Source: an optimization exercise on an open RTL-to-GDS flow (aim: a short achievable clock period and few clock cycles). Production flows keep margins and buffers that such runs may drop. Function was checked by simulation only, so behaviour that the tests miss may differ from the original. No activity file was given, so power comes from the tool's default toggle rates.

run 1:
## core
module core (
    input clk,
    input reset,
    output [11:0] imem_addr,
    input [15:0] imem_data,
    output wb_valid,
    output [2:0] wb_reg,
    output [15:0] wb_data
);
Size: ~3700 cells after synthesis, ~680 flip-flops, ~32000 um2 of cells after synthesis.
==> flow/config.mk <==
export PLATFORM = sky130hd
export DESIGN_NAME = core
export DESIGN_NICKNAME = core
export VERILOG_FILES = /design/flow/design.v
export SDC_FILE = /design/flow/constraint.sdc
export NUM_CORES = 4
export LEC_CHECK = 0
export ABC_AREA = 1
export CAP_MARGIN = 20
export CORE_MARGIN = 2
export CORE_UTILIZATION = 50
export PLACE_DENSITY = 0.7
export SETUP_SLACK_MARGIN = 3.6
export SLEW_MARGIN = 20
export TNS_END_PERCENT = 100
==> flow/constraint.sdc <==
create_clock -name core_clock -period 6.0 [get_ports {clk}]
set_input_delay 1.2000 -clock core_clock [delete_from_list [all_inputs] [get_ports {clk}]]
set_output_delay 1.2000 -clock core_clock [all_outputs]
set_load 0.01 [all_outputs]
run.sh (not shown) runs the stock make flow with config.mk's settings and CLKGATE_MAP_FILE= SYNTH_SCRIPT=/design/flow/synth_recipe.tcl, a recipe that flattens the netlist after the stock synthesis.
In summary, run 1 completed successfully, with a layout that passed the timing, design-rule and antenna checks.
Testbench counts of run 1, summed over its fixed seeds: cycles 66,324.
Setup changes, run 1 to run 2
--- a/flow/config.mk
+++ b/flow/config.mk
@@ -10,5 +10,4 @@
 export CORE_MARGIN = 2
-export CORE_UTILIZATION = 50
-export PLACE_DENSITY = 0.7
-export SETUP_SLACK_MARGIN = 3.6
+export CORE_UTILIZATION = 40
+export SETUP_SLACK_MARGIN = 4.5
 export SLEW_MARGIN = 20
==> comparison <==
When run 2 is set beside run 1, its standard-cell row count turns out to be 11 larger.
Comparing overall power for run 1 and run 2, the bigger number came from run 2.
More vias were needed by run 2 than by run 1.

========
run a:
Another version of the RTL of core (not shown whole).
For scale: about 2500 cells after synthesis, about 640 flip-flops, about 50 I/O pins, ~0.030 sq mm of cells after synthesis.
export LEC_CHECK = 0
export CAP_MARGIN = 20
export CORE_MARGIN = 2
export CORE_UTILIZATION = 40
export GPL_ROUTABILITY_DRIVEN = 0
export SETUP_SLACK_MARGIN = 3.5
export SLEW_MARGIN = 20
export TNS_END_PERCENT = 100
create_clock -name core_clock -period 6.0 [get_ports {clk}]
Testbench counts of run a, summed over its fixed seeds: cycles 66,292.
diff inputs: run a => run b
Settings: PLACE_DENSITY: unset -> 0.75; GPL_ROUTABILITY_DRIVEN: 0 -> unset.
### Flow results
The lower share of cell area taken by flip-flops and latches of run b and run a is in run b. Compared with run a, in run b post-route total power increased about 0.8%, final standard cell area without fillers increased 170 sq um. Count of clock-buffer cells in the layout, run b and run a, higher one = run a. Between run b and run a, the layout overhead on the synthesized area is lower for run a. When run b is measured against run a, its share of total power in combinational logic turns out 0.8 points higher. Delta (run b minus run a): total clock buffers created by CTS now smaller; final worst setup slack comparable; final hold violation count did not really move.

========
Starting RTL as in the previous note.
Settings: LEC_CHECK=0, CAP_MARGIN=20, CORE_MARGIN=2, CORE_UTILIZATION=40, CTS_CLUSTER_DIAMETER=100, CTS_CLUSTER_SIZE=30, SETUP_SLACK_MARGIN=3.5, SLEW_MARGIN=20, TNS_END_PERCENT=100; clock period 6.0 ns.
The baseline passed the timing, design-rule and antenna checks.
Testbench counts at the start, summed over its fixed seeds: cycles 66,292.
Rerun with:
--- a/flow/config.mk
+++ b/flow/config.mk
@@ -10,4 +10,2 @@
 export CORE_UTILIZATION = 40
-export CTS_CLUSTER_DIAMETER = 100
-export CTS_CLUSTER_SIZE = 30
 export SETUP_SLACK_MARGIN = 3.5
=>
- via count grows by 1.6%
- final area grows by 3.3%
- flip-flop and latch count stays the same
- cell count grows by 1.7%
- wire length grows by 0.99%
- combinational power shrinks by about 2%
- sequential power grows by about 0.6%
- worst hold slack degrades by 12 ps
- power grows by 14%
- critical path depth does not change
- fmax grows by 1.7%

========
Setup of before:
core again, from the RTL that the note above started with.
// core
module core (
    input clk,
    input reset,
    output [11:0] imem_addr,
    input [15:0] imem_data,
    output wb_valid,
    output [2:0] wb_reg,
    output [15:0] wb_data
);
    localparam NT = 8;          
    reg [11:0] fa;              
    reg        dv;              
    reg [11:0] dpc;             
    reg        dhit;            
    reg [3:0]  dmask;           
    reg        ev, e_alu, e_br;
    reg [2:0]  e_rx;
    reg [15:0] e_a, e_b;        
    reg [15:0] e_na, e_nb;      
    reg [15:0] e_bx;            
    reg        e_sub, e_ar;     
    reg [7:0]  e_op;            
    reg [1:0]  e_cond;
    reg [11:0] e_tgt, e_fall, e_pc;
    reg        e_hit;
    reg [3:0]  e_mask;
    reg        vv;              
    reg [3:0]  v_mask;
    reg [11:0] v_fall;
    reg        r_act, r_len;    
    reg [11:0] r_key;
    reg [3:0]  r_mask;
    reg        i_v;             
    reg [7:0]  i_sel;           
    reg        i_upd;           
    reg [11:0] i_key, i_del;
    reg [3:0]  i_mask;
    reg        w_v;
    reg [2:0]  w_rx;
    reg        k_v;
    reg [15:0] k_c;
    reg [15:0] R [0:7];
    reg [15:0] C;               
    reg        wbv;
    reg [2:0]  wbr;
    reg          tv    [0:NT-1];
    reg [11:0]   tkey  [0:NT-1];
    reg [11:0]   tdel  [0:NT-1];    
    reg [3:0]    tmask [0:NT-1];
    reg [2:0]    tptr;        
    assign imem_addr = fa;
    assign wb_valid  = wbv;
    assign wb_reg    = wbr;
    assign wb_data   = C;
    wire c_hi0 = ~|C[15:2];
    wire [3:0] ccls = {~c_hi0, c_hi0 & C[1] & ~C[0], c_hi0 & ~C[1] & C[0], c_hi0 & ~C[1] & ~C[0]};
    wire mis_v = vv & ~|(v_mask & ccls);
    wire [15:0] a = e_a;
    wire [15:0] b = e_b;
    wire [15:0] cy;
    wire        cy_out;
    bitty_carry16 u_cy (.a(a), .b(e_bx), .cin(e_sub), .c(cy), .cout(cy_out));
    wire [15:0] p_ab = a ^ e_bx;
    wire        ge, le;
    bitty_geq16 u_ge (.x(a), .y(e_nb), .cout(ge));    
    bitty_geq16 u_le (.x(b), .y(e_na), .cout(le));    
    wire        b_big = |b[15:4];
    wire [15:0] r_shl = b_big ? 16'd0 : (a << b[3:0]);
  ...
Settings: LEC_CHECK=0, CAP_MARGIN=20, CORE_MARGIN=2, CORE_UTILIZATION=40, SETUP_SLACK_MARGIN=3.5, SLEW_MARGIN=20, TNS_END_PERCENT=5; clock period 6.0 ns.
before went all the way through the flow, and no timing, DRC or antenna check failed.
Testbench counts of before, summed over its fixed seeds: cycles 66,292.
### before -> after
Settings: swapping 5 for 100 in TNS_END_PERCENT; putting ABC_AREA at 1 where nothing was set.
Findings:
Peak supply drop ends up lower on before.
Going from before to after, mux share of post-synthesis cell area moved down; critical path depth moved down; first-iteration DRC count moved up; power moved up; final period utilization moved down.
Per-cell routed wire length was higher in the run labelled before.
Changes observed in after relative to before: final hold slack down 3.6 ps; overall via count from detail_route climbed 7936.

==> what the ideal ports hide <==
How much do the figures lean on ideal ports? The routed layouts below were timed once more, with nothing changed but the port constraints.
Step 1: set_driving_cell puts a clkbuf_16 on clk and a buf_2 on each other input, an assumption about the parent block.
Step 2, shift: input delay + t, output delay - t, t = (earliest + latest rising clock arrival at the registers) / 2. This alone moves slack from input paths to output paths.
a / b / c = no drivers / after step 1 / after step 2; a / b = the first two.
run	t (ns)	setup slack, ns	clock arrival spread, ns
run 1	0.678	3.510 / 3.510 / 2.939	0.044 / 0.043
run 2	0.696	3.503 / 3.503 / 2.828	0.057 / 0.057
run a	0.676	3.370 / 3.343 / 2.667	0.037 / 0.037
run b	0.706	3.373 / 3.318 / 2.662	0.053 / 0.053
the first run of note 3	0.679	3.394 / 3.336 / 2.794	0.056 / 0.056
the second run of note 3	0.667	3.438 / 3.380 / 2.794	0.034 / 0.035
before	0.676	3.265 / 3.205 / 2.601	0.027 / 0.027
after	0.695	3.382 / 3.315 / 2.826	0.061 / 0.061
After both steps every run listed still meets setup and hold. For run b, which loses most, drivers alone change the setup slack by -0.055 ns; drivers and shift together by -0.711 ns.
